What follows belongs to an exercise in optimizing a design on an open flow for small area and a short achievable clock period; a production flow would make more cautious choices.
RTL that was checked went through simulation tests only; none was proved equivalent to the original.

v6:
==> flow/design.v (excerpt) <==
module mac (
    input  logic clk,
    input  logic rst,
    input  logic signed [15:0] a_in,
    input  logic signed [15:0] b_in,
    input  logic acc_clear,
    output logic acc_out_valid,
    output logic signed [34:0] acc_out
);
clock: 7.5 ns
lec_check: 0
cap_margin: 20
core_margin: 2
core_utilization: 40
slew_margin: 20
run.sh (not shown) runs the stock make flow with config.mk's settings and CLKGATE_MAP_FILE= SYNTH_SCRIPT=/design/flow/synth_recipe.tcl, a recipe that flattens the netlist after the stock synthesis.
v6 completed every stage of the flow, and the final layout passed the timing, DRC and antenna checks.
> inputs changed (v6 -> v7)
# v6
export LEC_CHECK = 0
export CAP_MARGIN = 20
export CORE_MARGIN = 2
export CORE_UTILIZATION = 40
export SLEW_MARGIN = 20
create_clock -name core_clock -period 7.5 [get_ports {clk}]
# v7
export LEC_CHECK = 0
export CAP_MARGIN = 20
export CORE_MARGIN = 2
export CORE_UTILIZATION = 40
export SETUP_SLACK_MARGIN = 2.5
export SLEW_MARGIN = 20
create_clock -name core_clock -period 7.5 [get_ports {clk}]
==> notes.md <==
Going from v6 to v7, fraction of the cycle the final worst path needs fell by 11 points; final standard cell utilization of the core rose by 5.6 points; via count rose by 387.
| wire length after detailed routing | v7 vs v6 | 7.0% higher |
Fraction of standard cell area in multi-input logic in v7 is 2.4 points below v6.
Looking at final RePlAce weighted congestion, v7 sits 1.3% lower than v6 does.
No run of this note included a check of the RTL's function; only the layout flow was run.


Another version of the RTL of mac (not shown whole).
Size: roughly 95 flip-flops, about 71 I/O pins.
export LEC_CHECK = 0
export CAP_MARGIN = 20
export CORE_MARGIN = 2
export CORE_UTILIZATION = 40
export SETUP_SLACK_MARGIN = 4.5
export SLEW_MARGIN = 20
export SYNTH_HIERARCHICAL = 1
export SYNTH_MINIMUM_KEEP_SIZE = 0
export TNS_END_PERCENT = 0
create_clock -name core_clock -period 7.5 [get_ports {clk}]
==> next run, changes <==
--- a/flow/config.mk
+++ b/flow/config.mk
@@ -13,3 +13,2 @@
 export SYNTH_HIERARCHICAL = 1
 export SYNTH_MINIMUM_KEEP_SIZE = 0
-export TNS_END_PERCENT = 0
Outcome: Wire length rises by about 6%; core utilization rises by 7.1 points; final area rises by about 14%.


== run 1 ==
mac again, from the RTL that the note above started with.
==> flow/config.mk <==
export PLATFORM = sky130hd
export DESIGN_NAME = mac
export DESIGN_NICKNAME = mac
export VERILOG_FILES = /design/flow/design.v
export SDC_FILE = /design/flow/constraint.sdc
export NUM_CORES = 4
export LEC_CHECK = 0
export CAP_MARGIN = 20
export CORE_MARGIN = 2
export CORE_UTILIZATION = 40
export SETUP_SLACK_MARGIN = 4.5
export SLEW_MARGIN = 20
export SYNTH_HIERARCHICAL = 1
export SYNTH_MINIMUM_KEEP_SIZE = 0
export TNS_END_PERCENT = 20
==> flow/constraint.sdc <==
create_clock -name core_clock -period 7.5 [get_ports {clk}]
set_input_delay 1.5000 -clock core_clock [delete_from_list [all_inputs] [get_ports {clk}]]
set_output_delay 1.5000 -clock core_clock [all_outputs]
set_load 0.01 [all_outputs]
standard.sh (not shown) runs the stock make flow with config.mk's settings and CLKGATE_MAP_FILE= SYNTH_SCRIPT=/design/flow/synth_recipe.tcl, a recipe that flattens the netlist after the stock synthesis.
==> flow/flow/run.sh <==
#!/bin/bash
# Standard ORFS layout (the standard.sh, standard synthesis unchanged); the only
# difference is the cell used for the port buffers that buffer_ports inserts.
set -euo pipefail
export BUFFER_PORTS_ARGS="-buffer_cell sky130_fd_sc_hd__buf_2"
bash standard.sh > standard_flow.log 2>&1
### run 1 -> run 2
diff --git a/flow/config.mk b/flow/config.mk
--- a/flow/config.mk
+++ b/flow/config.mk
@@ -9,7 +9,7 @@
 export CORE_MARGIN = 2
 export CORE_UTILIZATION = 40
-export SETUP_SLACK_MARGIN = 4.5
+export SETUP_SLACK_MARGIN = 3.5
 export SLEW_MARGIN = 20
 export SYNTH_HIERARCHICAL = 1
 export SYNTH_MINIMUM_KEEP_SIZE = 0
-export TNS_END_PERCENT = 20
+export TNS_END_PERCENT = 100
--- outcome ---
When the final numbers for run 1 and run 2 were put side by side, the global-route usage turned out to be greater in run 2.
In the reports for run 1 and run 2, the larger area used by sequential logic in the layout belongs to run 1.
Synthesis-to-layout area growth: run 2 higher than run 1
Every stage of the flow completed for run 2, and the final layout passed the timing, DRC and antenna checks.
Changes observed in run 2 relative to run 1: count of clock-buffer cells in the layout increased 2, worst setup slack rose 35 ps.
Run 2 vs run 1, critical path launch point: a_r[11]$_SDFF_PP0_ vs a_r[15]$_SDFF_PP0_
Worst hold-check slack (higher): run 1
For run 3, these inputs were changed with respect to run 2:
diff --git a/flow/config.mk b/flow/config.mk
--- a/flow/config.mk
+++ b/flow/config.mk
@@ -9,7 +9,7 @@
 export CORE_MARGIN = 2
 export CORE_UTILIZATION = 40
-export SETUP_SLACK_MARGIN = 3.5
-export SLEW_MARGIN = 20
+export SETUP_SLACK_MARGIN = 4.5
+export SLEW_MARGIN = 60
 export SYNTH_HIERARCHICAL = 1
 export SYNTH_MINIMUM_KEEP_SIZE = 0
-export TNS_END_PERCENT = 100
+export TNS_END_PERCENT = 30
--- outcome ---
Run 3 finished every step from synthesis to the final layout, and the layout passed the timing, DRC and antenna checks. Weighted congestion at the end of routability-driven global placement, run 3 vs run 2: down by a few percent. Run 3 against run 2: final hold slack shrank by 9.3 ps, detailed-routing iteration count for the pre-antenna-repair pass -1. The routed length on met1 in run 3 sits 2.7% below the value recorded for run 2. [run 3 vs run 2] routed wire length: lower in run 3. Run 3 vs. run 2: total via count in the routed design decreased by 215 relative to the old numbers, critical path depth decreased by 1 relative to the old numbers, total area of multi-input combinational cells increased by about 1% relative to the old numbers. Destination of the critical timing path: acc_s[19]$_SDFFE_PP0P_ -> run 3, acc_s[17]$_SDFFE_PP0P_ -> run 2.
Input changes introduced in run 4 (baseline for comparison: run 3):
diff --git a/flow/config.mk b/flow/config.mk
--- a/flow/config.mk
+++ b/flow/config.mk
@@ -8,8 +8,8 @@
 export CAP_MARGIN = 20
 export CORE_MARGIN = 2
-export CORE_UTILIZATION = 40
+export CORE_UTILIZATION = 60
 export SETUP_SLACK_MARGIN = 4.5
 export SLEW_MARGIN = 60
 export SYNTH_HIERARCHICAL = 1
 export SYNTH_MINIMUM_KEEP_SIZE = 0
-export TNS_END_PERCENT = 30
+export TNS_END_PERCENT = 0
Notes after the runs:
Lower global-route usage among run 4 and run 3: run 3
For area of combinational cells with multiple inputs, dividing the value from run 4 by the value from run 3 gives 0.927.
Going from run 3 to run 4, routed wire length dropped 8.3%, design area dropped about 8%, wire length per cell after detailed routing climbed about 0.9%, fmax climbed 0.37%.
| worst setup slack | higher: run 4 |


== north ==
mac, a different RTL version from the one above (not shown whole).
Size: roughly 1,100 cells after synthesis, ~110 flip-flops, ~71 I/O pins, roughly 11,000 um^2 of cells after synthesis.
==> flow/config.mk <==
export PLATFORM = sky130hd
export DESIGN_NAME = mac
export DESIGN_NICKNAME = mac
export VERILOG_FILES = /design/flow/design.v
export SDC_FILE = /design/flow/constraint.sdc
export NUM_CORES = 4
export LEC_CHECK = 0
export CAP_MARGIN = 20
export CORE_MARGIN = 2
export CORE_UTILIZATION = 40
export SETUP_SLACK_MARGIN = 4.5
export SLEW_MARGIN = 60
export SYNTH_HIERARCHICAL = 1
export SYNTH_MINIMUM_KEEP_SIZE = 0
export TNS_END_PERCENT = 0
==> flow/constraint.sdc <==
create_clock -name core_clock -period 7.5 [get_ports {clk}]
set_input_delay 1.5000 -clock core_clock [delete_from_list [all_inputs] [get_ports {clk}]]
set_output_delay 1.5000 -clock core_clock [all_outputs]
set_load 0.01 [all_outputs]
Scripts as last shown in full above: flow/flow/run.sh
### north -> south
--- a/flow/config.mk
+++ b/flow/config.mk
@@ -10,3 +10,3 @@
 export CORE_UTILIZATION = 40
-export SETUP_SLACK_MARGIN = 4.5
+export SETUP_SLACK_MARGIN = 3.7
 export SLEW_MARGIN = 60
Results
- south against north: routed wire length decreased by 320 um relative to the old numbers; number of clock buffers in the layout increased by 1 relative to the old numbers; share of the final layout cell area in multi-input gates closely matched the old numbers; via count closely matched the old numbers.
- Setup slack on the worst flop-to-flop path delta (south -> north): insignificant
- Aggregate global-route resource usage: north vs south, no meaningful difference
- The worst slack after detailed placement of south is higher than that of north.
- For north, the worst setup path endpoint was acc_s[19]$_SDFFE_PP0P_, unlike south, where it was acc_s[21]$_SDFFE_PP0P_.
- Re flip-flop and latch count: no difference whatsoever between north and south.
- Between north and south, area growth from synthesis to final layout decreased.
- On first-pass GRT wire length, north loses to south.
- Both conditions hold for south: the flow ran to the end and the final layout passed the timing, DRC and antenna checks.
- Looking at north and south, the footprint of the flip-flops and latches is a wash.
Modified inputs, east compared to south
--- a/flow/config.mk
+++ b/flow/config.mk
@@ -9,4 +9,4 @@
 export CORE_MARGIN = 2
-export CORE_UTILIZATION = 40
-export SETUP_SLACK_MARGIN = 3.7
+export CORE_UTILIZATION = 50
+export SETUP_SLACK_MARGIN = 4.5
 export SLEW_MARGIN = 60
Findings:
east reached the final stage; the timing, DRC and antenna checks on its layout passed. south -> east: total negative slack delta 0, exact match. The run showing the greater routed wire length is east. east against south: floorplan die area now sits lower; post-place setup slack now sits higher; design area now sits higher. south → east: core area fell 5200 um^2. Final critical-path share of the clock period in east is 0.29 points lower than in south.
### east -> west
--- a/flow/config.mk
+++ b/flow/config.mk
@@ -9,4 +9,4 @@
 export CORE_MARGIN = 2
-export CORE_UTILIZATION = 50
-export SETUP_SLACK_MARGIN = 4.5
+export CORE_UTILIZATION = 40
+export SETUP_SLACK_MARGIN = 4.0
 export SLEW_MARGIN = 60
Findings:
For east and west, there was not a single run that failed to finish clean.
west vs east, critical setup path kind: reg -> reg vs reg -> out
On routed wire length, east tracks west almost exactly.
Diff east -> west: area fraction of clock buffers and clock inverters has decreased, total via count after detailed routing has decreased, routed via count divided by cell count has decreased.
Comparing fill cell instance count of the final layout for east and west, the bigger number came from west.
Period utilization ends up lower on east.
west against east: clock-buffer cell count climbed 2.


Another version of the RTL of mac (not shown whole).
Size in the first run: ~1300 cells after synthesis, roughly 110 flip-flops, about 71 I/O pins, ~12000 sq um of cells after synthesis.
make LEC_CHECK=0 CAP_MARGIN=20 CORE_MARGIN=2 CORE_UTILIZATION=40 SETUP_SLACK_MARGIN=4.5 SLEW_MARGIN=20 SYNTH_HIERARCHICAL=1 SYNTH_MINIMUM_KEEP_SIZE=0 TNS_END_PERCENT=0 finish   # period 7.5 ns
run.sh (not shown) runs the stock make flow with config.mk's settings and CLKGATE_MAP_FILE= SYNTH_SCRIPT=/design/flow/synth_recipe.tcl, a recipe that flattens the netlist after the stock synthesis.
Stock flow here: none of the scripts above is used.
The first run finished with timing, DRC and antenna clean.
Then changed:
Settings changed: SETUP_SLACK_MARGIN 4.5 to 2.5, TNS_END_PERCENT 0 to default.
After rerunning:
- clock skew stays flat
- worst setup slack loses 0.44 ns
- routed wire length fell by 2.2%
- area after synthesis is unchanged
- design area came out lower by 1.9%
- via count came out lower by 1.6%
- sequential share of layout area is higher by 0.25 points
Then changed:
Settings changed: SETUP_SLACK_MARGIN 2.5 to 4.5.
Die area stays the same.
Design area grows by a quarter to a third.
Worst setup slack improves by 0.50 ns.
Hold slack improves by 0.0054 ns.
Global-route usage grows by 2.2 points.
Synthesized cell count stays the same.
Non-clock buffer count grows by 146.
Then changed:
Settings changed: SETUP_SLACK_MARGIN 4.5 to default.
After rerunning: The changed run went through all stages and came out clean; area after synthesis is unchanged; design area decreases by 20%; sequential cell count does not change; via count decreases by 8.0%; cell count decreases by 8.2%; fmax decreases by 13%; die area does not change; utilization decreases by 11 points.
No run of this note included a check of the RTL's function; only the layout flow was run.


RTL: one of the versions met above, not the one the previous note started from.
For scale: about 1100 cells after synthesis, about 0.011 sq mm of cells after synthesis.
==> flow/config.mk <==
export PLATFORM = sky130hd
export DESIGN_NAME = mac
export DESIGN_NICKNAME = mac
export VERILOG_FILES = /design/flow/design.v
export SDC_FILE = /design/flow/constraint.sdc
export NUM_CORES = 4
export LEC_CHECK = 0
export CAP_MARGIN = 20
export CORE_MARGIN = 2
export CORE_UTILIZATION = 40
export SETUP_SLACK_MARGIN = 4.5
export SLEW_MARGIN = 60
export SYNTH_HIERARCHICAL = 1
export SYNTH_MINIMUM_KEEP_SIZE = 0
export TNS_END_PERCENT = 0
==> flow/constraint.sdc <==
create_clock -name core_clock -period 7.5 [get_ports {clk}]
set_input_delay 1.5000 -clock core_clock [delete_from_list [all_inputs] [get_ports {clk}]]
set_output_delay 1.5000 -clock core_clock [all_outputs]
set_load 0.01 [all_outputs]
standard.sh (not shown) runs the stock make flow with config.mk's settings and CLKGATE_MAP_FILE= SYNTH_SCRIPT=/design/flow/synth_recipe.tcl, a recipe that flattens the netlist after the stock synthesis.
Scripts as last shown in full above: flow/flow/run.sh
The baseline went through all stages and came out clean.
Edit:
--- a/flow/config.mk
+++ b/flow/config.mk
@@ -11,3 +11,3 @@
 export SETUP_SLACK_MARGIN = 4.5
-export SLEW_MARGIN = 60
+export SLEW_MARGIN = 20
 export SYNTH_HIERARCHICAL = 1
Outcome:
- The changed run completed with no timing, DRC or antenna violations
- first-iteration DRC count grows by about 18%
- final area grows by about 0.9%
- routed wire length grows by 1.1%
- flip-flop and latch count stays the same
- setup slack degrades by 32 ps
- register-to-register slack degrades by 30 ps
- non-clock buffer count grows by 14
- final cell count grows by 0.98%


run A:
mac with an RTL version that a note above also has.
Size in the first run: ~1100 cells after synthesis, ~110 flip-flops, roughly 71 I/O pins, roughly 0.011 mm² of cells after synthesis.
export LEC_CHECK = 0
export CAP_MARGIN = 20
export CORE_MARGIN = 2
export CORE_UTILIZATION = 40
export SETUP_SLACK_MARGIN = 3.55
export SLEW_MARGIN = 60
export SYNTH_HIERARCHICAL = 1
export SYNTH_MINIMUM_KEEP_SIZE = 0
export TNS_END_PERCENT = 0
create_clock -name core_clock -period 7.5 [get_ports {clk}]
Scripts as last shown in full above: flow/flow/run.sh
Run A | status: complete | timing, DRC, antenna: pass
## Diff of input files: run B against run A
Settings: a change of SETUP_SLACK_MARGIN from 3.55 to 3.4.
--- outcome ---
Via count of the first global-routing pass | run B above run A. Per the comparison of run B with run A, sequential cell count shows no meaningful change, count of buffers added by post-CTS timing repair for setup shows a reduction of 2. Run A completed every stage of the flow, and the final layout passed the timing, DRC and antenna checks. Run B closes out successfully: all stages finished, all timing, DRC and antenna checks passed.
For run C, these inputs were changed with respect to run B:
Settings: SETUP_SLACK_MARGIN: 3.4 -> 3.8.
### Flow results
Each of the runs, namely run B and run C, reached the end of the flow and came out clean. Going from run B to run C, shortest clock period the worst path allows after layout shrinks by 170 ps. Sort run B and run C by setup slack, descending, and run C comes first. Across both runs, count of cell instances traversed by the critical path was lower for run C than for run B. On overall routed net length, run B tracks run C almost exactly. Compared run C vs run B, and first-pass GRT wire length is down in run C.

## separate check: timing with driven ports
The results above use ideal ports. As a check the final layouts listed here were re-extracted and re-timed, cells and wires unchanged. Step 1 (the two cells are an assumption about what drives the block):
set clk [get_ports {clk}]
set_driving_cell -lib_cell sky130_fd_sc_hd__clkbuf_16 $clk
set_driving_cell -lib_cell sky130_fd_sc_hd__buf_2 [delete_from_list [all_inputs] $clk]
Step 2 also shifts input and output timing later by t, the mid clock arrival at the registers, as if the neighbouring blocks saw the same clock. Three values: no drivers, after step 1, after step 2; two values: the first two.
run | shift t [ns] | setup WS [ns] | worst hold slack (ns) | worst setup path after step 2 | cell pins on the clock port's net
v6 | 0.396 | 1.374 / 1.374 / 1.374 | 0.468 / 0.468 / 0.468 | register to register | 1
v7 | 0.398 | 2.218 / 2.218 / 1.919 | 0.473 / 0.473 / 0.473 | input to register | 1
the first run of note 2 | 0.401 | 3.213 / 3.210 / 3.084 | 0.469 / 0.469 / 0.469 | input to register | 1
the second run of note 2 | 0.394 | 3.219 / 3.219 / 3.064 | 0.477 / 0.477 / 0.477 | input to register | 1
run 1 | 0.405 | 3.183 / 3.183 / 3.055 | 0.477 / 0.477 / 0.477 | input to register | 1
run 2 | 0.405 | 3.218 / 3.218 / 2.958 | 0.470 / 0.470 / 0.470 | input to register | 1
run 3 | 0.412 | 3.218 / 3.218 / 3.179 | 0.460 / 0.460 / 0.460 | input to register | 1
run 4 | 0.402 | 3.234 / 3.191 / 3.144 | 0.465 / 0.465 / 0.465 | input to register | 1
north | 0.413 | 3.704 / 3.674 / 3.355 | 0.475 / 0.475 / 0.475 | input to register | 1
south | 0.408 | 3.701 / 3.657 / 3.386 | 0.473 / 0.473 / 0.473 | input to register | 1
east | 0.402 | 3.723 / 3.676 / 3.420 | 0.476 / 0.476 / 0.476 | input to register | 1
west | 0.413 | 3.704 / 3.674 / 3.355 | 0.475 / 0.475 / 0.475 | input to register | 1
the first run of note 5 | 0.464 | 3.157 / 3.110 / 3.067 | 0.467 / 0.467 / 0.467 | input to register | 1
the second run of note 5 | 0.462 | 2.721 / 2.679 / 3.084 | 0.467 / 0.467 / 0.467 | input to register | 1
the third run of note 5 | 0.474 | 3.218 / 3.170 / 3.638 | 0.472 / 0.472 / 0.472 | input to register | 1
the fourth run of note 5 | 0.462 | 2.565 / 2.523 / 2.985 | 0.469 / 0.469 / 0.469 | register to output | 1
the first run of note 6 | 0.404 | 3.264 / 3.243 / 3.058 | 0.467 / 0.467 / 0.467 | input to register | 1
the second run of note 6 | 0.404 | 3.232 / 3.232 / 3.077 | 0.471 / 0.471 / 0.471 | input to register | 1
run A | 0.416 | 3.605 / 3.556 / 3.282 | 0.470 / 0.470 / 0.470 | input to register | 1
run B | 0.411 | 3.541 / 3.525 / 3.411 | 0.476 / 0.476 / 0.476 | input to register | 1
run C | 0.408 | 3.709 / 3.666 / 3.438 | 0.478 / 0.478 / 0.478 | input to register | 1
After both steps setup and hold are still met in every run listed.
